This design comes from an exercise in tuning for small area and a short achievable clock period on the open sky130 flow, not from production work. Only simulation tests tie the RTL to the original design; equivalence was not proved.

==> design/flow/design.v <==
`timescale 1us / 1ps
module ARTAU(
    input radar_echo,
    input scan_for_target,
    input [31:0] jet_speed,
    input [31:0] max_safe_distance,
    input RST,
    input CLK,
    output reg radar_pulse_trigger,
    output reg [31:0] distance_to_target,
    output reg threat_detected,
    output reg [1:0] ARTAU_state
);
reg [31:0] distance1;   
reg [31:0] distance2;   
reg [11:0] elapsed_time;   
reg have_prev;          
parameter c0 = 300000000;   
parameter radar_pulse_duration = 300;   
parameter max_listen_time = 2000;   
parameter assess_timeout = 3000;   
wire [40:0] echo_product = c0 * elapsed_time;
wire [40:0] echo_distance = echo_product / 2000;
wire [11:0] elapsed_ms = elapsed_time / 1000;
wire [44:0] predicted_distance = distance2 + jet_speed * elapsed_ms;
always @(posedge CLK or posedge RST) begin
    if (RST) begin
        ARTAU_state <= 2'b00;   
        radar_pulse_trigger <= 0;
        distance_to_target <= 0;
        threat_detected <= 0;
        distance1 <= 0;
        elapsed_time <= 0;
        have_prev <= 0;
    end else begin
        case (ARTAU_state)
            2'b00:   
                if (scan_for_target) begin
                    radar_pulse_trigger <= 1;
                    ARTAU_state <= 2'b01;   
                end
            2'b01:   
                if (elapsed_time < radar_pulse_duration) begin
                    radar_pulse_trigger <= 1;
                    elapsed_time <= elapsed_time + 100;   
                end else begin
                    radar_pulse_trigger <= 0;
                    elapsed_time <= 0;
                    ARTAU_state <= 2'b10;   
                end
            2'b10:   
                if (elapsed_time < max_listen_time) begin
                    if (radar_echo) begin
                        distance1 <= distance2;
                        distance2 <= echo_distance[31:0];
                        elapsed_time <= 0;
                        if (have_prev) begin
                            ARTAU_state <= 2'b11;   
                        end else begin
                            have_prev <= 1;
                            radar_pulse_trigger <= 1;
                            ARTAU_state <= 2'b01;   
                        end
                    end else begin
                        elapsed_time <= elapsed_time + 100;
                    end
                end else begin
                    ARTAU_state <= 2'b00;
                    radar_pulse_trigger <= 0;
                    distance_to_target <= 0;
                    threat_detected <= 0;
                    elapsed_time <= 0;
                    have_prev <= 0;
                end
            2'b11:   
                if (elapsed_time < assess_timeout) begin
                    distance_to_target <= distance2;
                    threat_detected <= (predicted_distance < distance1) && distance2 < max_safe_distance;
                    if (scan_for_target) begin
                        radar_pulse_trigger <= 1;
                        elapsed_time <= 0;
                        ARTAU_state <= 2'b01;   
                    end else begin
                        elapsed_time <= elapsed_time + 100;
                    end
                end else begin
                    ARTAU_state <= 2'b00;
                    radar_pulse_trigger <= 0;
                    distance_to_target <= 0;
                    threat_detected <= 0;
                    elapsed_time <= 0;
                    have_prev <= 0;
                end
        endcase
    end
end
endmodule
module ECSU(
    input CLK,
    input RST,
    input thunderstorm,
    input [5:0] wind,
    input [1:0] visibility,
    input signed [7:0] temperature,
    output reg severe_weather,
    output reg emergency_landing_alert,
    output reg [1:0] ECSU_state
);
    parameter ALL_CLEAR = 2'b00;
    parameter CAUTION = 2'b01;
    parameter HIGH_ALERT = 2'b10;
    parameter EMERGENCY = 2'b11;
    reg [1:0] current_state, next_state;
    always @(posedge CLK or posedge RST) begin
        if (RST) begin
            current_state <= ALL_CLEAR;
        end else begin
            current_state <= next_state;
        end
    end
    always @(*) begin
        severe_weather = (current_state == HIGH_ALERT) || (current_state == EMERGENCY);
        emergency_landing_alert = (current_state == EMERGENCY);
        ECSU_state = current_state;
    end
    always @(*) begin
        next_state = current_state;
        case (current_state)
            ALL_CLEAR: begin
                if (wind >= 11 && wind <= 15)  
                    next_state = CAUTION;
                else if (visibility == 2'b01)  
                    next_state = CAUTION;
                else if (thunderstorm || wind > 15 || temperature > 35 || temperature < -35 || visibility == 2'b11) begin
                    next_state = HIGH_ALERT;
                end
            end
            CAUTION: begin
                if (wind <= 10 && visibility == 2'b00)  
                    next_state = ALL_CLEAR;
                else if (thunderstorm || wind > 15 || temperature > 35 || temperature < -35 || visibility == 2'b11) begin
                    next_state = HIGH_ALERT;
                end
            end
            HIGH_ALERT: begin
                if (temperature < -40 || temperature > 40 || wind > 20) begin
                    next_state = EMERGENCY;
                end else if (!thunderstorm && wind <= 10 && temperature >= -35 && temperature <= 35 && visibility != 2'b11) begin
                    next_state = CAUTION;
                end
            end
            EMERGENCY: begin
            end
        endcase
    end
endmodule
`timescale 1us / 1ps
module ICMS(
    input CLK,
    input RST,
    input radar_echo,
    input scan_for_target,
    input [31:0] jet_speed,
    input [31:0] max_safe_distance,
    input [5:0] wind,
    input thunderstorm,
    input [1:0] visibility,
    input signed [7:0] temperature,
    output radar_pulse_trigger,
    output [31:0] distance_to_target,
    output safe_to_engage,
    output threat_detected,
    output emergency_landing_alert,
    output [1:0] ECSU_state,  
    output [1:0] ARTAU_state
);
   wire severe_weather;
   ARTAU artau_inst (
       .radar_echo(radar_echo),
       .scan_for_target(scan_for_target),
       .jet_speed(jet_speed),
       .max_safe_distance(max_safe_distance),
       .RST(RST),
       .CLK(CLK),
       .radar_pulse_trigger(radar_pulse_trigger),
       .distance_to_target(distance_to_target),
       .threat_detected(threat_detected),
       .ARTAU_state(ARTAU_state)
   );
   ECSU ecsu_inst (
       .CLK(CLK),
       .RST(RST),
       .thunderstorm(thunderstorm),
       .wind(wind),
       .visibility(visibility),
       .temperature(temperature),
       .severe_weather(severe_weather),
       .emergency_landing_alert(emergency_landing_alert),
       .ECSU_state(ECSU_state)
   );
   assign safe_to_engage = (threat_detected) && (!severe_weather);
endmodule
==> design/flow/run.sh <==
#!/bin/bash
# synth_recipe.tcl (not shown) runs the flow's synth.tcl, then flattens the netlist and writes it again
# the make line also repeats each setting of config.mk as NAME=value (left out here)
make -C /OpenROAD-flow-scripts/flow DESIGN_CONFIG=/design/flow/config.mk WORK_HOME=/design/flow/orfs CLKGATE_MAP_FILE= SYNTH_SCRIPT=/design/flow/synth_recipe.tcl finish
==> design/flow/config.mk <==
export PLATFORM = sky130hd
export DESIGN_NAME = ICMS
export DESIGN_NICKNAME = ICMS
export VERILOG_FILES = /design/flow/design.v
export SDC_FILE = /design/flow/constraint.sdc
export NUM_CORES = 4
export LEC_CHECK = 0
export CAP_MARGIN = 20
export CORE_MARGIN = 2
export CORE_UTILIZATION = 40
export SLEW_MARGIN = 20
==> design/flow/constraint.sdc <==
create_clock -name core_clock -period 30.0 [get_ports {CLK}]
set_input_delay 6.0000 -clock core_clock [delete_from_list [all_inputs] [get_ports {CLK}]]
set_output_delay 6.0000 -clock core_clock [all_outputs]
set_load 0.01 [all_outputs]
==> summary.txt, run 1 <==
outcome=no timing/DRC/antenna violations; Buf+Inv Stages, Crit Path=13; Worst Max-Slew Pin Slew=1070 ps; top post-synthesis cells by area=ha_1 (16%), dfrtp_1 (8.0%), fa_1 (6.2%); Final Worst Setup Slack=1560 ps; Nets=3701; first-iteration detailed-routing DRC count=1720; uppermost routed layer=met4; post-synthesis instance total=3088; commonest non-fill, non-tap cell in the layout=ha_1; # diodes=0; Final Wtd Congestion=0.903; Yosys reg bits=110; drt total wl=73.1 mm; cell mode on critical path=ha_1; CP Class=register to register; core box area=61400 µm²; final number of hold-violating endpoints=0; clk_skew=16.1 ps; CP top delay family=compound AO/OA/AOI/OAI gates; Crit-path slowest cell=or4_4; Die ar.=63800 µm²; DR vias/cell=6.00; Synth cell types=149; Routed Antenna Nets=0; initial antenna violation count=0; Final Cycle Share=0.948; crit end category=register; post-synthesis sequential area ratio=0.118; Slew Limit Headroom=0.279; CTS tree=done; buffers added on ports=123; H-tree Lvls=3; Detailed Routing Iterations Pass 1=6; Clock Latency Late Sink=410 ps; predominant post-synthesis flop cell=dfrtp_1; Mean Syn Cell Area=8.00 µm²; Critical Path Fanout Max=15; Die H=253 µm; CP arrival=28580 ps; Worst EP required=30140 ps; Final setup viols=0; Clock Sinks=110; min-delay worst type=register to register; most frequent cells in the layout=ha_1 (313), nand2_1 (301), inv_1 (271), a21oi_1 (224), nor2_1 (159); Layout Area Growth over Synthesis=13.7%; area share of the largest cell type after synthesis=0.158; YS warnings=2; post-detailed-route wirelength per cell=18.2 µm; area leader, netlist=ha_1; max-slew violation count=0; vias in the first global route=22900; Initial Util=0.403; DR vias=24100; pre-CTS WS=-294 ps; metal2 WL=34.2 mm; CTS Root Cell=clkbuf_16; critical path's largest stage delay=640 ps; global-route wire length before repair=118 mm; largest net degree at the start of global routing=57; Cell Rows=91; CTS clk-pin slew, worst paths=80 ps; fmax=35.2 MHz; number of synthesized flops with an enable pin=31; gr ovfl total=0; CTS buffer count=9; ys async rst share=0.718; Die W=253 µm; Startpoint Class=register; Cell Area, Synth=24700 µm²; fraction of layout cells with a size suffix above 1=0.118; Total GRT Usage=0.223; HPWL after DPL=59.2 mm; met3 WL=3.75 mm; Max Cap Viol=0; Tmin final=28440 ps; fin util=0.458; Clock Tree Buf Depth=2; met1 wire length=34.0 mm; I/O pins=125; Post-route DRC=0
final timing paths:
check                                                   startpoint                                       endpoint  slack [ps]  cells past startpoint
setup reg to reg           artau_inst.elapsed_time[11]$_DFFE_PP0N_              artau_inst.distance2[1]$_DFFE_PP_        1560                    104
hold / removal                 artau_inst.distance1[1]$_DFFE_PP0P_            artau_inst.distance1[1]$_DFFE_PP0P_         490                      2
setup / recovery           artau_inst.elapsed_time[11]$_DFFE_PP0N_              artau_inst.distance2[1]$_DFFE_PP_        1560                    104
min in group asynchronous                                      RST  artau_inst.distance_to_target[27]$_DFFE_PP0P_        6000                      2
hold reg to reg                artau_inst.distance1[1]$_DFFE_PP0P_            artau_inst.distance1[1]$_DFFE_PP0P_         490                      2
max in group asynchronous                                      RST        artau_inst.elapsed_time[11]$_DFFE_PP0N_       22650                      3
layer usage:
metal / GRT usage / up-vias
li1: - / 11800
met1: 0.303 / 11600
met2: 0.374 / 650
met3: 0.0318 / 75
met4: 0.0470 / 0
met5: 0 / -
final cells by class:
class                      count  area, µm²
fill                        5975      33300
multi-input combinational   2599      20800
sequential                   110       2920
timing repair buffer         226       2040
inverter                     280       1060
tap                          790        988
clock buffer                   9        225
clock inverter                 7       78.8
cell families after synthesis:
family | after synthesis | synth area share
other | 2 | 0.000304
AOI/OAI and AO/OA | 987 | 0.298
muxes | 90 | 0.0408
and+or+nand+nor | 954 | 0.197
xor gates and xnor gates | 167 | 0.0612
DFF | 110 | 0.118
buffers and inverters | 386 | 0.0625
adders and majority gates | 392 | 0.222
state kept, by name, indices dropped and copies added, names as in the netlist:
register	cells
artau_inst.have_prev	1
artau_inst.distance2	31
artau_inst.distance_to_target	31
artau_inst.radar_pulse_trigger	1
artau_inst.distance1	31
artau_inst.threat_detected	1
ecsu_inst.current_state	2
artau_inst.elapsed_time	10
artau_inst.ARTAU_state	2
worst register-to-register path: cells and delay by family, from the launching register on:
family	cells	cell delay (ps)
AND/OR/NAND/NOR	26	7580
buffers and inverters	13	1860
XOR/XNOR	4	860
flip-flops	1	560
AO/OA/AOI/OAI	40	10420
multiplexers	10	3350
adder cells (fa/ha/maj)	11	3530
through the flow:
step | cells | hold slack, ps | TNS (ps) | instance area [µm²]
after floorplan | 3094 | 450 | 0 | 24700
after global placement | 3973 | 468 | 0 | 27000
after detailed placement | 3974 | 479 | -582 | 27000
after CTS | 3990 | 495 | 0 | 27400
after global routing | 4021 | 520 | -180 | 28100
final | 4021 | 490 | 0 | 28100
cell usage after synthesis, drive strengths merged, types with 14 or more instances:
cell type	count
o21a	29
or3	32
a21o	31
inv	279
o31ai	28
o211ai	55
or4	17
mux2i	36
nand4	36
and2	43
a311oi	15
a21oi	233
nor2	168
a22o	36
ha	313
nor4	34
o21bai	59
a211oi	33
and3	38
clkbuf	55
o211a	14
xnor2	113
a22oi	16
dfrtp	79
or2	35
a221oi	16
fa	77
o221ai	16
edfxtp	31
a31oi	35
o22ai	22
o311ai	14
a211o	20
buf	51
nand2b	38
nor3	76
o21ai	152
nor2b	21
nand2	304
xor2	54
mux2	54
nand3	64
repair_timing:
action                                  4_1_cts  5_1_grt
cloned                                        0        1
resized for setup                             3       86
buffers inserted                              0       30
endpoints found under the setup margin        2        4
pin swaps                                     0       16
hold buffers                                  0        0
==> inputs of run 2 (changes only) <==
--- a/design/flow/design.v
+++ b/design/flow/design.v
@@ -6,92 +6,89 @@
     input [31:0] max_safe_distance,
     input RST,
     input CLK,
-    output reg radar_pulse_trigger,
-    output reg [31:0] distance_to_target,
+    output radar_pulse_trigger,
+    output [31:0] distance_to_target,
     output reg threat_detected,
     output reg [1:0] ARTAU_state
 );
-reg [31:0] distance1;   
-reg [31:0] distance2;   
-reg [11:0] elapsed_time;   
-reg have_prev;          
-parameter c0 = 300000000;   
-parameter radar_pulse_duration = 300;   
-parameter max_listen_time = 2000;   
-parameter assess_timeout = 3000;   
-wire [40:0] echo_product = c0 * elapsed_time;
-wire [40:0] echo_distance = echo_product / 2000;
-wire [11:0] elapsed_ms = elapsed_time / 1000;
-wire [44:0] predicted_distance = distance2 + jet_speed * elapsed_ms;
+reg [4:0] k;          
+reg [4:0] k1;         
+reg [4:0] k2;         
+reg [4:0] kd;         
+reg have_prev;
+assign radar_pulse_trigger = (ARTAU_state == 2'b01);
+assign distance_to_target = kd * 32'd15000000;
+wire [5:0] dk = {1'b0, k1} - {1'b0, k2};
+wire closing = ~dk[5] & (dk[4:0] != 0);
+wire [31:0] lim1 = dk[4:0] * 32'd15000000;
+wire [31:0] lim2 = dk[4:0] * 32'd7500000;
+wire ahead = (k < 5'd10) ? 1'b1 :
+             (k < 5'd20) ? (jet_speed < lim1) : (jet_speed < lim2);
+wire [31:0] d2 = k2 * 32'd15000000;
+wire threat_next = closing & ahead & (d2 < max_safe_distance);
 always @(posedge CLK or posedge RST) begin
     if (RST) begin
-        ARTAU_state <= 2'b00;   
-        radar_pulse_trigger <= 0;
-        distance_to_target <= 0;
+        ARTAU_state <= 2'b00;
         threat_detected <= 0;
-        distance1 <= 0;
-        elapsed_time <= 0;
+        kd <= 0;
+        k <= 0;
         have_prev <= 0;
     end else begin
         case (ARTAU_state)
-            2'b00:   
-                if (scan_for_target) begin
-                    radar_pulse_trigger <= 1;
-                    ARTAU_state <= 2'b01;   
+            2'b00:
+                if (scan_for_target)
+                    ARTAU_state <= 2'b01;
+            2'b01:
+                if (k < 5'd3) begin
+                    k <= k + 1'b1;
+                end else begin
+                    k <= 0;
+                    ARTAU_state <= 2'b10;
                 end
-            2'b01:   
-                if (elapsed_time < radar_pulse_duration) begin
-                    radar_pulse_trigger <= 1;
-                    elapsed_time <= elapsed_time + 100;   
-                end else begin
-                    radar_pulse_trigger <= 0;
-                    elapsed_time <= 0;
-                    ARTAU_state <= 2'b10;   
-                end
-            2'b10:   
-                if (elapsed_time < max_listen_time) begin
+            2'b10:
+                if (k < 5'd20) begin
                     if (radar_echo) begin
-                        distance1 <= distance2;
-                        distance2 <= echo_distance[31:0];
-                        elapsed_time <= 0;
+                        k <= 0;
                         if (have_prev) begin
-                            ARTAU_state <= 2'b11;   
+                            ARTAU_state <= 2'b11;
                         end else begin
                             have_prev <= 1;
-                            radar_pulse_trigger <= 1;
-                            ARTAU_state <= 2'b01;   
+                            ARTAU_state <= 2'b01;
                         end
                     end else begin
-                        elapsed_time <= elapsed_time + 100;
+                        k <= k + 1'b1;
                     end
                 end else begin
                     ARTAU_state <= 2'b00;
-                    radar_pulse_trigger <= 0;
-                    distance_to_target <= 0;
+                    kd <= 0;
                     threat_detected <= 0;
-                    elapsed_time <= 0;
+                    k <= 0;
                     have_prev <= 0;
                 end
-            2'b11:   
-                if (elapsed_time < assess_timeout) begin
-                    distance_to_target <= distance2;
-                    threat_detected <= (predicted_distance < distance1) && distance2 < max_safe_distance;
+            2'b11:
+                if (k < 5'd30) begin
+                    kd <= k2;
+                    threat_detected <= threat_next;
                     if (scan_for_target) begin
-                        radar_pulse_trigger <= 1;
-                        elapsed_time <= 0;
-                        ARTAU_state <= 2'b01;   
+                        k <= 0;
+                        ARTAU_state <= 2'b01;
                     end else begin
-                        elapsed_time <= elapsed_time + 100;
+                        k <= k + 1'b1;
                     end
                 end else begin
                     ARTAU_state <= 2'b00;
-                    radar_pulse_trigger <= 0;
-                    distance_to_target <= 0;
+                    kd <= 0;
                     threat_detected <= 0;
-                    elapsed_time <= 0;
+                    k <= 0;
                     have_prev <= 0;
                 end
         endcase
+    end
+end
+always @(posedge CLK) begin
+    if (ARTAU_state == 2'b10 && k < 5'd20 && radar_echo) begin
+        k1 <= k2;
+        k2 <= k;
     end
 end
 endmodule
==> run 2 against run 1 <==
Compared with the run above: worst hold slack improved by 25 ps; via count fell by 74%; flip-flop and latch count fell by 84; first-iteration DRC count fell by 82%; die area fell by 71%; critical path type is now register to output port.
==> summary.txt, run 2 <==
vias in the first global route=6046 (was 22900); Setup Buffers After CTS=0 (unchanged); pre-CTS WS=19320 ps (was -294 ps); post-synthesis sequential area ratio=0.100 (was 0.118); Die H=136 µm (was 253 µm); Post-route DRC=0 (unchanged); DR vias/cell=5.36 (was 6.00); CTS Root Cell=clkbuf_16 (unchanged); initial antenna violation count=0 (unchanged); Die W=136 µm (was 253 µm); Clock Sinks=26 (was 110); Total GRT Usage=0.180 (was 0.223); largest net degree at the start of global routing=17 (was 57); Layout Area Growth over Synthesis=19.8% (was 13.7%); min-delay worst type=register to register (unchanged); CTS buffer count=3 (was 9); Detailed Routing Iterations Pass 1=4 (was 6); fraction of layout cells with a size suffix above 1=0.0300 (was 0.118); # resized after CTS=0 (was 3); first-iteration detailed-routing DRC count=315 (was 1720); I/O pins=125 (unchanged); Startpoint Class=register (unchanged); Routed Antenna Nets=0 (unchanged); Tmin final=10920 ps (was 28440 ps); top-count cell post-synth=ha_1 (unchanged); post-synthesis instance total=867 (was 3088); number of synthesized flops with an enable pin=10 (was 31); Max Cap Viol=0 (unchanged); Die ar.=18500 µm² (was 63800 µm²); buffers added on ports=110 (was 123); YS warnings=2 (unchanged); post-detailed-route wirelength per cell=13.9 µm (was 18.2 µm); Worst EP required=24000 ps (was 30140 ps); Initial Util=0.406 (was 0.403); Mean Syn Cell Area=8.05 µm² (was 8.00 µm²); outcome=no timing/DRC/antenna violations (unchanged); crit end category=output port (was register); area post-placement=8260 µm² (was 27000 µm²); clk_skew=2.81 ps (was 16.1 ps); Worst Max-Slew Pin Slew=808 ps (was 1070 ps); final number of hold-violating endpoints=0 (unchanged); Final setup viols=0 (unchanged); HPWL after DPL=14.3 mm (was 59.2 mm); gr ovfl total=0 (unchanged); Sum Neg Setup Slack=0 ps (unchanged); CP arrival=4920 ps (was 28580 ps); Final Worst Setup Slack=19080 ps (was 1560 ps); Cell Area, Synth=6980 µm² (was 24700 µm²); Cell Rows=48 (was 91); # diodes=0 (unchanged); CP Class=register to output port (was register to register); Final Cycle Share=0.364 (was 0.948); ys async rst share=0.615 (was 0.718); design area=8360 µm² (was 28100 µm²); DR vias=6381 (was 24100); Nets=1243 (was 3701); RSZ-0062 raised after global routing=no; H-tree Lvls=1 (was 3); most frequent cells in the layout=ha_1 (175), clkdlybuf4s50_1 (110), inv_1 (92), a21oi_1 (68), o21ai_0 (56) (was ha_1 (313), nand2_1 (301), inv_1 (271), a21oi_1 (224), nor2_1 (159)); Final Wtd Congestion=0.874 (was 0.903); fillers=1767 (was 5975); top post-synthesis cells by area=ha_1 (31%), dfrtp_1 (5.7%), inv_1 (4.9%) (was ha_1 (16%), dfrtp_1 (8.0%), fa_1 (6.2%)); CTS clk-pin slew, worst paths=60 ps (was 80 ps); Synth top cells by count=ha_1 (175), inv_1 (92), a21oi_1 (68) (was ha_1 (313), nand2_1 (303), inv_1 (272)); CTS Hold Bufs=0 (unchanged); Yosys reg bits=26 (was 110); drt total wl=16.6 mm (was 73.1 mm); Critical Path Fanout Max=15 (unchanged); fin util=0.487 (was 0.458); fmax=91.6 MHz (was 35.2 MHz); core box area=17200 µm² (was 61400 µm²); global-route wire length before repair=28.0 mm (was 118 mm); predominant post-synthesis flop cell=dfrtp_1 (unchanged); area share of the largest cell type after synthesis=0.314 (was 0.158); Clock Tree Buf Depth=2 (unchanged); commonest non-fill, non-tap cell in the layout=ha_1 (unchanged); Synth cell types=70 (was 149); CTS tree=done (unchanged); Slew Limit Headroom=0.457 (was 0.279); area leader, netlist=ha_1 (unchanged); max-slew violation count=0 (unchanged); Clock Latency Late Sink=260 ps (was 410 ps)
## run 2: cell count changes in the layout (fill, tap and decap cells not counted), sizes merged, moves of 54 or more
| cell | before | now |
|---|---|---|
| a21oi | 233 | 69 |
| buf | 103 | 1 |
| dfrtp | 79 | 16 |
| fa | 77 | 16 |
| ha | 313 | 175 |
| inv | 282 | 92 |
| mux2 | 54 | 0 |
| nand2 | 304 | 55 |
| nor2 | 168 | 46 |
| o21ai | 152 | 64 |
| o21bai | 59 | 3 |
| xnor2 | 113 | 35 |
## run 2: through the flow
step / hold slack (ps) / instances
final: 515 / 1191
after global routing: 551 / 1191
after CTS: 518 / 1191
after detailed placement: 494 / 1187
after global placement: 487 / 1187
after floorplan: 461 / 875
## run 2: cell families (layout without fill, tap and decap cells)
logic type,after synthesis,after routing,share of synthesized area
compound gates,250,250,0.238
simple gates,233,233,0.169
fa+ha+maj,191,191,0.360
buf+inv,116,207,0.0696
xor+xnor,48,48,0.0602
flops,26,26,0.100
mux,2,2,0.00287
other cells,1,9,0.000537
## run 2: worst max-delay path, cell delays in order (launching register included)
cell,delay (ps)
dfrtp_1,510
fa_1,470
ha_1,310
ha_1,300
ha_1,610
a211oi_2,150
o211ai_1,260
a41oi_2,230
o21ai_2,290
nor4_2,60
nor4_1,390
a2111oi_2,120
a22oi_1,240
xnor2_1,150
clkdlybuf4s50_1,560
## run 2: worst paths after layout
path | start | to | slack [ps] | depth (start not counted)
hold / removal | artau_inst.have_prev$_DFFE_PP0P_ | artau_inst.have_prev$_DFFE_PP0P_ | 520 | 1
setup / recovery | artau_inst.kd[3]$_DFFE_PP0P_ | distance_to_target[28] | 19080 | 14
setup reg to reg | artau_inst.k2[1]$_DFFE_PP_ | artau_inst.threat_detected$_DFFE_PP0P_ | 22620 | 29
hold reg to reg | artau_inst.have_prev$_DFFE_PP0P_ | artau_inst.have_prev$_DFFE_PP0P_ | 520 | 1
min in group asynchronous | RST | artau_inst.ARTAU_state[0]$_DFFE_PP0P_ | 6140 | 2
max in group asynchronous | RST | artau_inst.kd[0]$_DFFE_PP0P_ | 23450 | 2
## run 2: final cells by class
type                            count  area (µm²)  share of cell area
Sequential cell                    26         701              0.0838
Multi-Input combinational cell    733        5820               0.696
Inverter                           92         345              0.0413
Clock buffer                        3        75.1             0.00898
Tap cell                          225         282              0.0337
Clock inverter                      1        30.0             0.00359
Timing Repair Buffer              111        1110               0.133
## run 2: per-layer routing
metal  GRT usage  vias to the layer above  routed length [µm]
li1            -                     3351                   -
met1       0.251                     2917                8070
met2       0.317                      105                7920
met3      0.0104                        8                 506
met4      0.0179                        0                 123
met5           0                        -                   0
==> inputs of run 3 (changes only) <==
--- a/design/flow/design.v
+++ b/design/flow/design.v
@@ -16,16 +16,54 @@
 reg [4:0] k2;         
 reg [4:0] kd;         
 reg have_prev;
+function [31:0] half_mm;
+    input [5:0] n;
+    integer i;
+    begin
+        half_mm = 32'd0;
+        for (i = 1; i <= 38; i = i + 1)
+            half_mm = half_mm | ({32{n == i}} & (32'd7500000 * i));
+    end
+endfunction
+function less;
+    input [31:0] a;
+    input [31:0] b;
+    integer i;
+    begin
+        less = 1'b0;
+        for (i = 0; i < 32; i = i + 1)
+            less = (~a[i] & b[i]) | (~a[i] & less) | (b[i] & less);
+    end
+endfunction
+function [4:0] inc;
+    input [4:0] a;
+    inc = a ^ {&a[3:0], &a[2:0], &a[1:0], a[0], 1'b1};
+endfunction
+function [5:0] sub;
+    input [5:0] a;
+    input [5:0] b;
+    integer i;
+    reg c;
+    begin
+        c = 1'b0;
+        for (i = 0; i < 6; i = i + 1) begin
+            sub[i] = a[i] ^ b[i] ^ c;
+            c = (~a[i] & (b[i] | c)) | (b[i] & c);
+        end
+    end
+endfunction
 assign radar_pulse_trigger = (ARTAU_state == 2'b01);
-assign distance_to_target = kd * 32'd15000000;
-wire [5:0] dk = {1'b0, k1} - {1'b0, k2};
+assign distance_to_target = half_mm({kd, 1'b0});
+wire [5:0] dk = sub({1'b0, k1}, {1'b0, k2});
 wire closing = ~dk[5] & (dk[4:0] != 0);
-wire [31:0] lim1 = dk[4:0] * 32'd15000000;
-wire [31:0] lim2 = dk[4:0] * 32'd7500000;
-wire ahead = (k < 5'd10) ? 1'b1 :
-             (k < 5'd20) ? (jet_speed < lim1) : (jet_speed < lim2);
-wire [31:0] d2 = k2 * 32'd15000000;
-wire threat_next = closing & ahead & (d2 < max_safe_distance);
+wire lt3 = ~|k[4:2] & ~&k[1:0];
+wire lt10 = ~k[4] & ~(k[3] & (k[2] | k[1]));
+wire lt20 = ~k[4] | ~(k[3] | k[2]);
+wire lt30 = ~&k[4:1];
+wire m2 = ~lt20;
+wire [31:0] lim = half_mm(m2 ? {1'b0, dk[4:0]} : {dk[4:0], 1'b0});
+wire ahead = lt10 | less(jet_speed, lim);
+wire threat_next = closing & ahead & less(half_mm({k2, 1'b0}), max_safe_distance);
 always @(posedge CLK or posedge RST) begin
     if (RST) begin
         ARTAU_state <= 2'b00;
@@ -39,14 +77,14 @@
                 if (scan_for_target)
                     ARTAU_state <= 2'b01;
             2'b01:
-                if (k < 5'd3) begin
-                    k <= k + 1'b1;
+                if (lt3) begin
+                    k <= inc(k);
                 end else begin
                     k <= 0;
                     ARTAU_state <= 2'b10;
                 end
             2'b10:
-                if (k < 5'd20) begin
+                if (lt20) begin
                     if (radar_echo) begin
                         k <= 0;
                         if (have_prev) begin
@@ -56,7 +94,7 @@
                             ARTAU_state <= 2'b01;
                         end
                     end else begin
-                        k <= k + 1'b1;
+                        k <= inc(k);
                     end
                 end else begin
                     ARTAU_state <= 2'b00;
@@ -66,14 +104,14 @@
                     have_prev <= 0;
                 end
             2'b11:
-                if (k < 5'd30) begin
+                if (lt30) begin
                     kd <= k2;
                     threat_detected <= threat_next;
                     if (scan_for_target) begin
                         k <= 0;
                         ARTAU_state <= 2'b01;
                     end else begin
-                        k <= k + 1'b1;
+                        k <= inc(k);
                     end
                 end else begin
                     ARTAU_state <= 2'b00;
@@ -86,7 +124,7 @@
     end
 end
 always @(posedge CLK) begin
-    if (ARTAU_state == 2'b10 && k < 5'd20 && radar_echo) begin
+    if (ARTAU_state == 2'b10 && lt20 && radar_echo) begin
         k1 <= k2;
         k2 <= k;
     end
==> run 3 against run 2 <==
Compared with the run above: still clean on timing, DRC and antenna; non-clock buffer count rose by 6; routed wire length rose by 4.0%; synthesized cell count fell by 9.7%; die area fell by 23%; clock skew rose by 0.67 ps; synthesized area fell by 24%; register-to-register slack improved by 1400 ps; cell count fell by 15%; fmax rose by 28%; critical endpoint is now distance_to_target[18].
==> summary.txt, run 3 <==
Synth top cells by count=a21oi_1 (81), nand2_1 (68), o21ai_0 (67) (was ha_1 (175), inv_1 (92), a21oi_1 (68)); post-synthesis sequential area ratio=0.132 (was 0.100); # diodes=0 (unchanged); fmax=117 MHz (was 91.6 MHz); H-tree Lvls=1 (unchanged); Routed Antenna Nets=0 (unchanged); number of synthesized flops with an enable pin=10 (unchanged); Hold Path Cell Cnt=0 (was 1); post-detailed-route wirelength per cell=17.1 µm (was 13.9 µm); Final Wtd Congestion=0.912 (was 0.874); top-count cell post-synth=a21oi_1 (was ha_1); Startpoint Class=register (unchanged); area share of the largest cell type after synthesis=0.0763 (was 0.314); Slew Limit Headroom=0.322 (was 0.457); buffers added on ports=110 (unchanged); Clock Latency Late Sink=270 ps (was 260 ps); max-slew violation count=0 (unchanged); most frequent cells in the layout=clkdlybuf4s50_1 (110), a21oi_1 (81), nand2_1 (68), o21ai_0 (67), nor2_1 (64) (was ha_1 (175), clkdlybuf4s50_1 (110), inv_1 (92), a21oi_1 (68), o21ai_0 (56)); Crit-path slowest cell=dfrtp_1 (was ha_1); CTS buffer count=3 (unchanged); fraction of layout cells with a size suffix above 1=0.0529 (was 0.0300); RSZ-0062 raised after global routing=no (unchanged); Detailed Routing Iterations Pass 1=7 (was 4); Final setup viols=0 (unchanged); Worst R2R Path Depth=18 (was 29); CTS Root Cell=clkbuf_16 (unchanged); Yosys reg bits=26 (unchanged); first-iteration detailed-routing DRC count=589 (was 315); Critical Path Fanout Max=27 (was 15); Initial Util=0.406 (about the same); CTS clk-pin slew, worst paths=70 ps (was 60 ps); fillers=1320 (was 1767); CTS Hold Bufs=0 (unchanged); DR vias/cell=6.17 (was 5.36); Sum Neg Setup Slack=0 ps (unchanged); commonest non-fill, non-tap cell in the layout=clkdlybuf4s50_1 (was ha_1); cell mode on critical path=a21oi_1 (was ha_1); crit end category=output port (unchanged); gr ovfl total=0 (unchanged); Die ar.=14200 µm² (was 18500 µm²); fin util=0.488 (was 0.487); # resized after CTS=0 (unchanged); RR Startpoint=artau_inst.k2[1]$_DFFE_PP_ (unchanged); CP arrival=2530 ps (was 4920 ps); I/O pins=125 (unchanged); Tmin final=8530 ps (was 10920 ps); Post-route DRC=0 (unchanged); worst hold start=artau_inst.k[0]$_DFFE_PP0P_ (was artau_inst.have_prev$_DFFE_PP0P_); Synth cell types=90 (was 70); post-synthesis instance total=783 (was 867); Layout Area Growth over Synthesis=20.2% (was 19.8%); Cell Area, Synth=5310 µm² (was 6980 µm²); min-delay worst type=register to register (unchanged); Nets=928 (was 1243); DR vias=6216 (was 6381); worst path cell trace=nand2b_1 -> nand2_1 -> nor3b_1 -> a21oi_1 -> a21oi_1 -> a21o_1 -> clkdlybuf4s50_1 (was fa_1 -> ha_1 -> ha_1 -> ha_1 -> a211oi_2 -> o211ai_1 -> a41oi_2 -> o21ai_2 -> nor4_2 -> nor4_1 -> a2111oi_2 -> a22oi_1 -> xnor2_1 -> clkdlybuf4s50_1); Die H=119 µm (was 136 µm); final number of hold-violating endpoints=0 (unchanged); core box area=13100 µm² (was 17200 µm²); ys async rst share=0.615 (unchanged); Die W=119 µm (was 136 µm); Final Cycle Share=0.284 (was 0.364); Worst Max-Slew Pin Slew=1020 ps (was 808 ps); vias in the first global route=5718 (was 6046); global-route wire length before repair=28.3 mm (was 28.0 mm); critical path's largest stage delay=840 ps (was 610 ps); Setup Buffers After CTS=0 (unchanged); Max Cap Viol=0 (unchanged); Total GRT Usage=0.236 (was 0.180); Clock Tree Buf Depth=2 (unchanged); area leader, netlist=a21oi_1 (was ha_1); Cell Rows=42 (was 48); worst reg2reg setup slack=24030 ps (was 22620 ps); clk_skew=3.48 ps (was 2.81 ps); top post-synthesis cells by area=a21oi_1 (7.6%), dfrtp_1 (7.5%), o21ai_0 (6.3%) (was ha_1 (31%), dfrtp_1 (5.7%), inv_1 (4.9%)); largest net degree at the start of global routing=57 (was 17); Clock Sinks=26 (unchanged); r2r endpoint=artau_inst.threat_detected$_DFFE_PP0P_ (unchanged); Worst EP required=24000 ps (about the same); Hold Crit Endpoint=artau_inst.k2[0]$_DFFE_PP_ (was artau_inst.have_prev$_DFFE_PP0P_); predominant post-synthesis flop cell=dfrtp_1 (unchanged); CTS tree=done (unchanged); HPWL after DPL=12.6 mm (was 14.3 mm); outcome=no timing/DRC/antenna violations (unchanged); initial antenna violation count=0 (unchanged); drt total wl=17.3 mm (was 16.6 mm); CP Class=register to output port (unchanged); YS warnings=2 (unchanged); Mean Syn Cell Area=6.78 µm² (was 8.05 µm²)
## run 3: kinds of logic (layout without fill, tap and decap cells)
kind of cell               after synthesis  in the layout  synth area share
adders and majority gates               19             19            0.0471
muxes                                    6              6            0.0115
AOI/OAI and AO/OA                      330            330             0.425
DFF                                     26             26             0.132
buffers and inverters                  116            157             0.107
xor gates and xnor gates                 5              5           0.00824
other                                    1              9          0.000706
and+or+nand+nor                        280            280             0.268
## run 3: worst max path at each step
stage	start	to	slack, ps
2_1_floorplan	jet_speed[5]	artau_inst.threat_detected$_DFFE_PP0P_	22260
3_3_place_gp	jet_speed[5]	artau_inst.threat_detected$_DFFE_PP0P_	21510
3_5_place_dp	jet_speed[5]	artau_inst.threat_detected$_DFFE_PP0P_	21490
4_1_cts	artau_inst.kd[0]$_DFFE_PP0P_	distance_to_target[18]	21500
5_1_grt	artau_inst.kd[2]$_DFFE_PP0P_	distance_to_target[18]	21280
6_report	artau_inst.kd[2]$_DFFE_PP0P_	distance_to_target[18]	21470
## run 3: cell type report
class                   count  area [µm²]  area share
inverters                  36         135      0.0212
multi-input cells         649        4070       0.638
clock buffers               3        75.1      0.0118
clock inverters             1        30.0     0.00470
flip-flops and latches     26         701       0.110
repair buffers            117        1150       0.181
well taps                 176         220      0.0345
## run 3: per-stage QoR
step                      std cells  cell area [µm²]  setup slack [ps]  hold WS (ps)
after floorplan                 791             5340             22260           447
after global placement         1004             6280             21510           518
after detailed placement       1004             6280             21490           525
after CTS                      1008             6390             21500           542
after global routing           1008             6390             21280           563
final                          1008             6390             21470           542
## run 3: worst max-delay path: cells and delay by family, from the launching register on
family                 cells  cell delay, ps
AO/OA/AOI/OAI              3             390
buffers and inverters      1             530
flip-flops                 1             840
AND/OR/NAND/NOR            3             510
## run 3: routing by layer
metal,GRT usage,part of all wire,vias to the layer above
li1,-,-,3034
met5,0,0,-
met2,0.411,0.49,237
met4,0.0729,0.029,0
met1,0.308,0.43,2902
met3,0.0249,0.052,43
==> inputs of run 4 (changes only) <==
--- a/design/flow/config.mk
+++ b/design/flow/config.mk
@@ -5,6 +5,7 @@
 export SDC_FILE = /design/flow/constraint.sdc
 export NUM_CORES = 4
 export LEC_CHECK = 0
+export ABC_AREA = 1
 export CAP_MARGIN = 20
 export CORE_MARGIN = 2
 export CORE_UTILIZATION = 40
==> run 4 against run 3 <==
Compared with the run above: synthesized cell count increased by 0.26%; non-clock buffer count decreased by 7; flip-flop and latch count unchanged; fmax increased by 0.72%; routed wire length decreased by 14%; final area decreased by 11%; clock skew about the same.
==> summary.txt, run 4 <==
area share of the largest cell type after synthesis=0.154 (was 0.0763); Multi-input gate area=3030 µm² (was 4070 µm²); I/O pins=125 (unchanged); predominant post-synthesis flop cell=dfrtp_1 (unchanged); Sum Neg Setup Slack=0 ps (unchanged); Cell Area, Synth=4420 µm² (was 5310 µm²); commonest non-fill, non-tap cell in the layout=nand2_1 (was clkdlybuf4s50_1); # resized after CTS=0 (unchanged); CTS Hold Bufs=0 (unchanged); CP arrival=8630 ps (was 2530 ps); Clock Sinks=26 (unchanged); gr ovfl total=0 (unchanged); Yosys reg bits=26 (unchanged); Setup Buffers After CTS=0 (unchanged); fillers=1100 (was 1320); RSZ-0062 raised after global routing=no (unchanged); Crit-path slowest cell=clkdlybuf4s50_1 (was dfrtp_1); Routed Antenna Nets=0 (unchanged); final number of hold-violating endpoints=0 (unchanged); min-delay worst type=register to register (unchanged); ys async rst share=0.615 (unchanged); post-detailed-route wirelength per cell=14.5 µm (was 17.1 µm); largest net degree at the start of global routing=18 (was 57); drt total wl=14.9 mm (was 17.3 mm); CP Class=primary input to register (was register to output port); Final Wtd Congestion=1.03 (was 0.912); first-iteration detailed-routing DRC count=477 (was 589); Slew Limit Headroom=0.343 (was 0.322); CTS tree=done (unchanged); buffers added on ports=110 (unchanged); DR vias/cell=5.53 (was 6.17); post-synthesis instance total=785 (was 783); Post-Layout Cell Count=1030 (was 1008); Die H=109 µm (was 119 µm); fraction of layout cells with a size suffix above 1=0.0663 (was 0.0529); vias in the first global route=5254 (was 5718); CTS clk-pin slew, worst paths=90 ps (was 70 ps); global-route wire length before repair=24.0 mm (was 28.3 mm); Tmin final=8470 ps (was 8530 ps); Startpoint Class=primary input (was register); initial antenna violation count=0 (unchanged); r2r endpoint=artau_inst.threat_detected$_DFFE_PP0P_ (unchanged); CTS buffer count=3 (unchanged); # diodes=0 (unchanged); DR vias=5700 (was 6216); RR Startpoint=artau_inst.k2[0]$_DFFE_PP_ (was artau_inst.k2[1]$_DFFE_PP_); area leader, netlist=nand2_1 (was a21oi_1); cell mode on critical path=nand2_1 (was a21oi_1); Critical Path Fanout Max=2 (was 27); Clock Latency Late Sink=270 ps (about the same); Worst Max-Slew Pin Slew=961 ps (was 1020 ps); most frequent cells in the layout=nand2_1 (181), inv_1 (135), nor2_1 (123), clkdlybuf4s50_1 (110), nand3_1 (61) (was clkdlybuf4s50_1 (110), a21oi_1 (81), nand2_1 (68), o21ai_0 (67), nor2_1 (64)); Die ar.=11900 µm² (was 14200 µm²); Nets=986 (was 928); Die W=109 µm (was 119 µm); CTS Root Cell=clkbuf_8 (was clkbuf_16); Worst Setup EP=artau_inst.threat_detected$_DFFE_PP0P_ (was distance_to_target[18]); Hold WS=478 ps (was 542 ps); crit end category=register (was output port); clk_skew=3.45 ps (was 3.48 ps); Mean Syn Cell Area=5.63 µm² (was 6.78 µm²); Final Cycle Share=0.282 (was 0.284); Max Cap Viol=0 (unchanged); fmax=118 MHz (was 117 MHz); Final setup viols=0 (unchanged); pre-CTS WS=21190 ps (was 21490 ps); H-tree Lvls=1 (unchanged); core box area=10800 µm² (was 13100 µm²); Cell Rows=38 (was 42); Detailed Routing Iterations Pass 1=5 (was 7); worst reg2reg setup slack=24380 ps (was 24030 ps); outcome=no timing/DRC/antenna violations (unchanged); critical path's largest stage delay=400 ps (was 840 ps); fin util=0.524 (was 0.488); Final Worst Setup Slack=21530 ps (was 21470 ps); number of synthesized flops with an enable pin=10 (unchanged); Initial Util=0.409 (was 0.406); Worst setup startpoint=max_safe_distance[2] (was artau_inst.kd[2]$_DFFE_PP0P_); Synth cell types=48 (was 90); Synth top cells by count=nand2_1 (181), inv_1 (135), nor2_1 (123) (was a21oi_1 (81), nand2_1 (68), o21ai_0 (67)); Worst R2R Path Depth=44 (was 18); Total GRT Usage=0.248 (was 0.236); Layout Area Growth over Synthesis=27.9% (was 20.2%); HPWL after DPL=12.6 mm (about the same); Clock Tree Buf Depth=2 (unchanged); top-count cell post-synth=nand2_1 (was a21oi_1); post-synthesis sequential area ratio=0.159 (was 0.132); area occupied by registers=701 µm² (unchanged); YS warnings=2 (unchanged); max-slew violation count=0 (unchanged); Worst EP required=30160 ps (was 24000 ps); Post-route DRC=0 (unchanged); top post-synthesis cells by area=nand2_1 (15%), inv_1 (11%), nor2_1 (10%) (was a21oi_1 (7.6%), dfrtp_1 (7.5%), o21ai_0 (6.3%)); placed instance count=1026 (was 1004)
## run 4: how the worst min path moves through the flow
| stage | startpoint | to | depth (start not counted) |
|---|---|---|---|
| after floorplan | artau_inst.k[3]$_DFFE_PP0P_ | artau_inst.k2[3]$_DFFE_PP_ | 0 |
| after global placement | artau_inst.k[1]$_DFFE_PP0P_ | artau_inst.k2[1]$_DFFE_PP_ | 0 |
| after CTS | artau_inst.k[1]$_DFFE_PP0P_ | artau_inst.k2[1]$_DFFE_PP_ | 0 |
| after detailed placement | artau_inst.k[1]$_DFFE_PP0P_ | artau_inst.k2[1]$_DFFE_PP_ | 0 |
| after global routing | artau_inst.k[1]$_DFFE_PP0P_ | artau_inst.k2[1]$_DFFE_PP_ | 0 |
| final | artau_inst.k[1]$_DFFE_PP0P_ | artau_inst.k2[1]$_DFFE_PP_ | 0 |
## run 4: worst max-delay path, delay by kind of cell
family	cells	cell delay, ps
AND/OR/NAND/NOR	26	1740
AO/OA/AOI/OAI	6	510
buffers and inverters	1	400
## run 4: routing by layer
layer,global-route usage,share of wire,vias up
met5,0,0,-
met4,0.0952,0.032,0
met3,0.0173,0.061,45
met2,0.445,0.50,279
met1,0.307,0.41,2598
li1,-,-,2778
## run 4: per-stage QoR
step	instance area [µm²]
after floorplan	4450
after global placement	5580
after detailed placement	5580
after CTS	5650
after global routing	5650
final	5650
## run 4: cell type report
| cell class | instances | area share |
|---|---|---|
| Clock buffer | 3 | 0.00730 |
| Clock inverter | 1 | 0.00531 |
| Inverter | 154 | 0.102 |
| Multi-Input combinational cell | 596 | 0.536 |
| Sequential cell | 26 | 0.124 |
| Tap cell | 140 | 0.0310 |
| Timing Repair Buffer | 110 | 0.195 |
## run 4: logic make-up after synthesis
logic type,synth area share
AO/OA/AOI/OAI,0.164
adder cells (fa/ha/maj),0.0351
buffers and inverters,0.163
flip-flops,0.159
other,0.000849
AND/OR/NAND/NOR,0.479
==> inputs of run 5 (changes only) <==
==> design/flow/flow/run.sh (new file) <==
#!/bin/bash
# The standard layout, with plain buf_1 cells as the port buffers instead of the
# default delay buffers.
set -euo pipefail
export BUFFER_PORTS_ARGS="-buffer_cell sky130_fd_sc_hd__buf_1"
bash standard.sh finish > standard.log 2>&1
==> design/flow/standard.sh (new file) <==
#!/bin/bash
# synth_recipe.tcl (not shown) runs the flow's synth.tcl, then flattens the netlist and writes it again
# the make line also repeats each setting of config.mk as NAME=value (left out here)
make -C /OpenROAD-flow-scripts/flow DESIGN_CONFIG=/design/flow/config.mk WORK_HOME=/design/flow/orfs CLKGATE_MAP_FILE= SYNTH_SCRIPT=/design/flow/synth_recipe.tcl "${@:-finish}"
removed: design/flow/run.sh
==> run 5 against run 4 <==
Compared with the run above: via count decreased by 3.8%; global-route usage decreased by 3.0 points; die area unchanged; highest routed layer unchanged; clock-buffer cell count unchanged; critical path type unchanged; non-clock buffer count unchanged; setup slack improved by 370 ps; still clean on timing, DRC and antenna; cell count unchanged.
==> summary.txt, run 5 <==
core box area=10800 µm² (unchanged); max-slew violation count=0 (unchanged); Mean Syn Cell Area=5.63 µm² (unchanged); Clock Sinks=26 (unchanged); # resized after CTS=0 (unchanged); Clock Latency Late Sink=260 ps (was 270 ps); global-route wire length before repair=21.2 mm (was 24.0 mm); Final Wtd Congestion=1.03 (about the same); Die ar.=11900 µm² (unchanged); area post-placement=4890 µm² (was 5580 µm²); CTS buffer count=3 (unchanged); CTS Hold Bufs=0 (unchanged); first-iteration detailed-routing DRC count=320 (was 477); most frequent cells in the layout=nand2_1 (181), inv_1 (135), nor2_1 (123), buf_1 (110), nand3_1 (61) (was nand2_1 (181), inv_1 (135), nor2_1 (123), clkdlybuf4s50_1 (110), nand3_1 (61)); Worst Max-Slew Pin Slew=884 ps (was 961 ps); Final setup viols=0 (unchanged); Multi-input gate area=3030 µm² (unchanged); post-detailed-route wirelength per cell=12.7 µm (was 14.5 µm); Synth top cells by count=nand2_1 (181), inv_1 (135), nor2_1 (123) (unchanged); fin util=0.458 (was 0.524); Routed Antenna Nets=0 (unchanged); Tmin final=8100 ps (was 8470 ps); fraction of layout cells with a size suffix above 1=0.0652 (was 0.0663); HPWL after DPL=10.8 mm (was 12.6 mm); Cell Rows=38 (unchanged); outcome=no timing/DRC/antenna violations (unchanged); YS warnings=2 (unchanged); Total GRT Usage=0.217 (was 0.248); Max Cap Viol=0 (unchanged); Yosys reg bits=26 (unchanged); top-count cell post-synth=nand2_1 (unchanged); Startpoint Class=primary input (unchanged); RSZ-0062 raised after global routing=no (unchanged); Final Cycle Share=0.270 (was 0.282); Slew Limit Headroom=0.408 (was 0.343); area leader, netlist=nand2_1 (unchanged); Initial Util=0.409 (unchanged); Post-route DRC=0 (unchanged); CP arrival=8260 ps (was 8630 ps); Clock Tree Buf Depth=2 (unchanged); DR vias/cell=5.33 (was 5.53); critical path's largest stage delay=260 ps (was 400 ps); gr ovfl total=0 (unchanged); area share of the largest cell type after synthesis=0.154 (unchanged); min-delay worst type=register to register (unchanged); DR vias=5486 (was 5700); Detailed Routing Iterations Pass 1=5 (unchanged); clk_skew=1.68 ps (was 3.45 ps); area occupied by registers=701 µm² (unchanged); Die H=109 µm (unchanged); vias in the first global route=4707 (was 5254); CP Class=primary input to register (unchanged); CTS clk-pin slew, worst paths=80 ps (was 90 ps); CTS Root Cell=clkbuf_8 (unchanged); fillers=1184 (was 1100); Setup Buffers After CTS=0 (unchanged); top post-synthesis cells by area=nand2_1 (15%), inv_1 (11%), nor2_1 (10%) (unchanged); Nets=986 (unchanged); # diodes=0 (unchanged); Sum Neg Setup Slack=0 ps (unchanged); I/O pins=125 (unchanged); Layout Area Growth over Synthesis=11.8% (was 27.9%); Synth cell types=48 (unchanged); commonest non-fill, non-tap cell in the layout=nand2_1 (unchanged); H-tree Lvls=1 (unchanged); fmax=123 MHz (was 118 MHz); predominant post-synthesis flop cell=dfrtp_1 (unchanged); initial antenna violation count=0 (unchanged); post-synthesis instance total=785 (unchanged); number of synthesized flops with an enable pin=10 (unchanged); final number of hold-violating endpoints=0 (unchanged); crit end category=register (unchanged); ys async rst share=0.615 (unchanged); drt total wl=13.1 mm (was 14.9 mm); Worst EP required=30160 ps (about the same); post-synthesis sequential area ratio=0.159 (unchanged); Die W=109 µm (unchanged); cell mode on critical path=nand2_1 (unchanged); Crit-path slowest cell=nor4_1 (was clkdlybuf4s50_1); Hold WS=492 ps (was 478 ps); Cell Area, Synth=4420 µm² (unchanged); design area=4940 µm² (was 5650 µm²); Critical Path Fanout Max=2 (unchanged); CTS tree=done (unchanged); largest net degree at the start of global routing=18 (unchanged); buffers added on ports=110 (unchanged)
-- run 5: changes by cell type in the layout (fill, tap and decap cells not counted) --
cell / change
buf_1: +110
clkdlybuf4s50_1: -110
bufinv_16: -1
clkinv_1: +1
-- run 5: cell type report --
class	instances	area share
Timing Repair Buffer	110	0.0836
Multi-Input combinational cell	596	0.613
Clock buffer	3	0.00836
Sequential cell	26	0.142
Clock inverter	1	0.000760
Tap cell	140	0.0355
Inverter	154	0.117
-- run 5: metal layers --
metal,track usage,part of all wire,vias to the layer above,wire length [µm]
met5,0,0,-,0
met4,0.0806,0.040,0,517
met3,0.0126,0.068,50,885
met2,0.366,0.46,256,6020
met1,0.292,0.43,2391,5660
li1,-,-,2789,-
-- run 5: path summary, 6_finish.rpt --
check                      slack [ps]                                     end                         from  cells after the start
min in group asynchronous        5770            artau_inst.kd[0]$_DFFE_PP0P_                          RST                      2
max in group asynchronous       23840   artau_inst.ARTAU_state[0]$_DFFE_PP0P_                          RST                      2
min                               490              artau_inst.k2[1]$_DFFE_PP_  artau_inst.k[1]$_DFFE_PP0P_                      0
max                             21900  artau_inst.threat_detected$_DFFE_PP0P_         max_safe_distance[2]                     33
min reg2reg                       490              artau_inst.k2[1]$_DFFE_PP_  artau_inst.k[1]$_DFFE_PP0P_                      0
max reg2reg                     24520  artau_inst.threat_detected$_DFFE_PP0P_   artau_inst.k2[0]$_DFFE_PP_                     45
-- run 5: logic make-up after synthesis --
family	synth area share
other	0.000849
flip-flops	0.159
AO/OA/AOI/OAI	0.164
AND/OR/NAND/NOR	0.479
buffers and inverters	0.163
adder cells (fa/ha/maj)	0.0351
-- run 5: per-stage QoR --
step / worst slack, ps / instances
after global placement: 21580 / 1026
after CTS: 21830 / 1030
after floorplan: 21990 / 793
final: 21900 / 1030
after global routing: 21330 / 1030
after detailed placement: 21540 / 1026
-- run 5: worst max-delay path, delay by kind of cell --
kind            cells  cell delay (ps)
compound gates      6              480
simple gates       26             1680
buf+inv             1               70
==> inputs of run 6 (changes only) <==
--- a/design/flow/design.v
+++ b/design/flow/design.v
@@ -28,11 +28,17 @@
 function less;
     input [31:0] a;
     input [31:0] b;
-    integer i;
+    integer i, w;
+    reg [31:0] g, p;
     begin
-        less = 1'b0;
-        for (i = 0; i < 32; i = i + 1)
-            less = (~a[i] & b[i]) | (~a[i] & less) | (b[i] & less);
+        g = ~a & b;
+        p = ~a | b;
+        for (w = 1; w < 32; w = w * 2)
+            for (i = 0; i < 32; i = i + 2 * w) begin
+                g[i] = g[i + w] | (p[i + w] & g[i]);
+                p[i] = p[i + w] & p[i];
+            end
+        less = g[0];
     end
 endfunction
 function [4:0] inc;
==> run 6 against run 5 <==
Compared with the run above: first-iteration DRC count is 53% higher; cell count up 5.8%; die area grew 3.9%; critical endpoint is now distance_to_target[8]; synthesized area rose by 4.0%; still clean on timing, DRC and antenna; worst hold slack better by 21 ps; non-clock buffer count is the same; register-to-register slack better by 520 ps; synthesized cell count rose by 7.3%.
==> summary.txt, run 6 <==
Worst Max-Slew Pin Slew=827 ps (was 884 ps); DR vias/cell=5.32 (was 5.33); Hold WS=513 ps (was 492 ps); Clock Sinks=26 (unchanged); min-delay worst type=register to register (unchanged); Synth top cells by count=nand2_1 (192), nor2_1 (161), inv_1 (134) (was nand2_1 (181), inv_1 (135), nor2_1 (123)); CP arrival=2060 ps (was 8260 ps); cell mode on critical path=nor2_1 (was nand2_1); Final Worst Setup Slack=21940 ps (was 21900 ps); top-count cell post-synth=nand2_1 (unchanged); crit end category=output port (was register); Startpoint Class=register (was primary input); Cell Area, Synth=4600 µm² (was 4420 µm²); ys async rst share=0.615 (unchanged); drt total wl=14.2 mm (was 13.1 mm); Routed Antenna Nets=0 (unchanged); CTS clk-pin slew, worst paths=70 ps (was 80 ps); pre-CTS WS=22270 ps (was 21540 ps); most frequent cells in the layout=nand2_1 (192), nor2_1 (161), inv_1 (134), buf_1 (110), nand3_1 (90) (was nand2_1 (181), inv_1 (135), nor2_1 (123), buf_1 (110), nand3_1 (61)); clk_skew=5.66 ps (was 1.68 ps); Detailed Routing Iterations Pass 1=7 (was 5); largest net degree at the start of global routing=18 (unchanged); Final Cycle Share=0.269 (was 0.270); Buf+Inv Stages, Crit Path=3 (was 1); fraction of layout cells with a size suffix above 1=0.0454 (was 0.0652); area share of the largest cell type after synthesis=0.157 (was 0.154); Die ar.=12400 µm² (was 11900 µm²); post-synthesis sequential area ratio=0.152 (was 0.159); HPWL after DPL=11.8 mm (was 10.8 mm); Mean Syn Cell Area=5.46 µm² (was 5.63 µm²); gr ovfl total=0 (unchanged); Nets=1043 (was 986); # resized after CTS=0 (unchanged); fmax=124 MHz (was 123 MHz); post-synthesis instance total=842 (was 785); CTS Root Cell=clkbuf_16 (was clkbuf_8); mux cell area share after synthesis=0 (unchanged); Max Cap Viol=0 (unchanged); Clock Tree Buf Depth=2 (unchanged); Yosys reg bits=26 (unchanged); RR Startpoint=artau_inst.k2[0]$_DFFE_PP_ (unchanged); global-route wire length before repair=23.9 mm (was 21.2 mm); Tmin final=8060 ps (was 8100 ps); RSZ-0062 raised after global routing=no (unchanged); worst path cell trace=nor2_1 -> inv_1 -> nor2_1 -> inv_1 -> o21ai_0 -> nor2_1 -> o2111ai_1 -> buf_1; Clock Latency Late Sink=260 ps (about the same); met2 usage=0.358 (was 0.366); Layout Area Growth over Synthesis=12.8% (was 11.8%); r2r endpoint=artau_inst.threat_detected$_DFFE_PP0P_ (unchanged); Slew Limit Headroom=0.446 (was 0.408); commonest non-fill, non-tap cell in the layout=nand2_1 (unchanged); post-detailed-route wirelength per cell=13.1 µm (was 12.7 µm); outcome=no timing/DRC/antenna violations (unchanged); main combinational cell family by area after synthesis=simple AND/OR/NAND/NOR gates (unchanged); worst hold start=artau_inst.k[0]$_DFFE_PP0P_ (was artau_inst.k[1]$_DFFE_PP0P_); YS warnings=2 (unchanged); Worst EP required=24000 ps (was 30160 ps); Sum Neg Setup Slack=0 ps (unchanged); first-iteration detailed-routing DRC count=490 (was 320); Worst Setup EP=distance_to_target[8] (was artau_inst.threat_detected$_DFFE_PP0P_); # diodes=0 (unchanged); area leader, netlist=nand2_1 (unchanged); H-tree Lvls=1 (unchanged); GR Util met3=0.0262 (was 0.0126); area occupied by registers=701 µm² (unchanged); CP top delay family=simple AND/OR/NAND/NOR gates (unchanged); Setup Buffers After CTS=0 (unchanged); CP Class=register to output port (was primary input to register); fillers=1311 (was 1184); Worst R2R Path Depth=26 (was 45); Synth cell types=46 (was 48); top post-synthesis cells by area=nand2_1 (16%), nor2_1 (13%), inv_1 (11%) (was nand2_1 (15%), inv_1 (11%), nor2_1 (10%)); CTS tree=done (unchanged); Compound-Gate Fraction of Synth Area=0.139 (was 0.164); Cell Rows=39 (was 38); Total GRT Usage=0.224 (was 0.217); Top Usage Layer GRT=met2 (unchanged); I/O pins=125 (unchanged); Final setup viols=0 (unchanged); M1 GR Usage=0.326 (was 0.292); Stages on worst setup path=8 (was 33); Post-route DRC=0 (unchanged); Die W=111 µm (was 109 µm); max-slew violation count=0 (unchanged); vias in the first global route=5118 (was 4707); Critical Path Fanout Max=8 (was 2); critical path's largest stage delay=460 ps (was 260 ps); Multi-input gate area=3280 µm² (was 3030 µm²); worst reg2reg setup slack=25040 ps (was 24520 ps); Final Wtd Congestion=1.03 (about the same); CTS buffer count=3 (unchanged); Die H=111 µm (was 109 µm); predominant post-synthesis flop cell=dfrtp_1 (unchanged); Crit-path slowest cell=dfrtp_1 (was nor4_1); number of synthesized flops with an enable pin=10 (unchanged); adder-cell area share of the yosys netlist=0.0359 (was 0.0351); initial antenna violation count=0 (unchanged); Initial Util=0.406 (was 0.409); core box area=11300 µm² (was 10800 µm²); Post-Synth Simple-Gate Area=0.529 (was 0.479); Worst setup startpoint=artau_inst.kd[4]$_DFFE_PP0P_ (was max_safe_distance[2]); CTS Hold Bufs=0 (unchanged); final number of hold-violating endpoints=0 (unchanged); buffers added on ports=110 (unchanged); Synth Area in XOR/XNOR=0.00190 (was 0); DR vias=5797 (was 5486); fin util=0.458 (about the same)
[run 6: cell count changes after synthesis, moves of 4 or more]
cell	delta
nand2_1	+11
nor4_1	-8
o22a_1	-4
o22ai_1	-5
o2111ai_1	+4
nand4_1	+10
inv_2	-13
nand3_1	+29
a22o_1	-6
nor2_1	+38
o21ai_0	+9
[run 6: cell type report]
type | count | share of cell area
multi-input cells | 667 | 0.632
repair buffers | 110 | 0.0796
flip-flops and latches | 26 | 0.135
inverters | 140 | 0.101
well taps | 143 | 0.0345
clock buffers | 4 | 0.0171
[run 6: per-layer routing]
metal  up-vias  wire, µm
li1       2981         -
met1      2508      6600
met2       284      6150
met3        24      1260
met4         0       224
met5         -         0
[run 6: cells by family (layout without fill, tap and decap cells)]
group                    after synthesis  count (layout)
other                                  1               9
XOR/XNOR                               1               1
adder cells (fa/ha/maj)               11              11
flip-flops                            26              26
AO/OA/AOI/OAI                        104             104
buffers and inverters                157             254
AND/OR/NAND/NOR                      542             542
[run 6: worst min-delay path by stage]
stage / endpoint / slack [ps] / depth (start not counted)
final: artau_inst.k2[0]$_DFFE_PP_ / 510 / 0
after global routing: artau_inst.k2[0]$_DFFE_PP_ / 540 / 0
after CTS: artau_inst.k2[0]$_DFFE_PP_ / 510 / 0
after detailed placement: artau_inst.k2[0]$_DFFE_PP_ / 490 / 0
after global placement: artau_inst.k2[0]$_DFFE_PP_ / 500 / 0
after floorplan: artau_inst.k2[3]$_DFFE_PP_ / 420 / 0
[run 6: metrics by stage]
step	cells	area, µm²
floorplan	850	4630
global placement	1086	5100
detailed placement	1086	5100
CTS	1090	5190
global route	1090	5190
finish	1090	5190

==> static timing again, ports no longer ideal <==
In the flow no input, the clock included, has a driving cell. The finished layouts below were timed again as built, in two steps. Step 1 sets driving cells, clkbuf_16 on the clock port and buf_2 on the other inputs (assumed; they add their load-dependent delay and slew). Step 2 adds t to the input delays and takes it off the output delays; t is the mean of the earliest and latest rising clock arrival at the registers after step 1. Input paths then give back, and output paths get back, about the clock's delay inside the block. Slacks: ideal / step 1 / step 2; pairs: ideal / step 1.
| run | shift t [ns] | setup slack, ns | pins driven straight from the clock port |
|---|---|---|---|
| run 1 | 0.462 | 1.563 / 1.563 / 1.563 | 1 |
| run 2 | 0.289 | 19.079 / 19.046 / 19.336 | 1 |
| run 3 | 0.297 | 21.472 / 21.441 / 21.509 | 1 |
| run 4 | 0.289 | 21.533 / 21.518 / 21.242 | 1 |
| run 5 | 0.287 | 21.900 / 21.903 / 21.616 | 1 |
| run 6 | 0.284 | 21.942 / 21.913 / 22.197 | 1 |
After both steps every run listed still meets setup and hold. For run 4, which loses most, drivers alone change the setup slack by -0.015 ns; drivers and shift together by -0.291 ns.
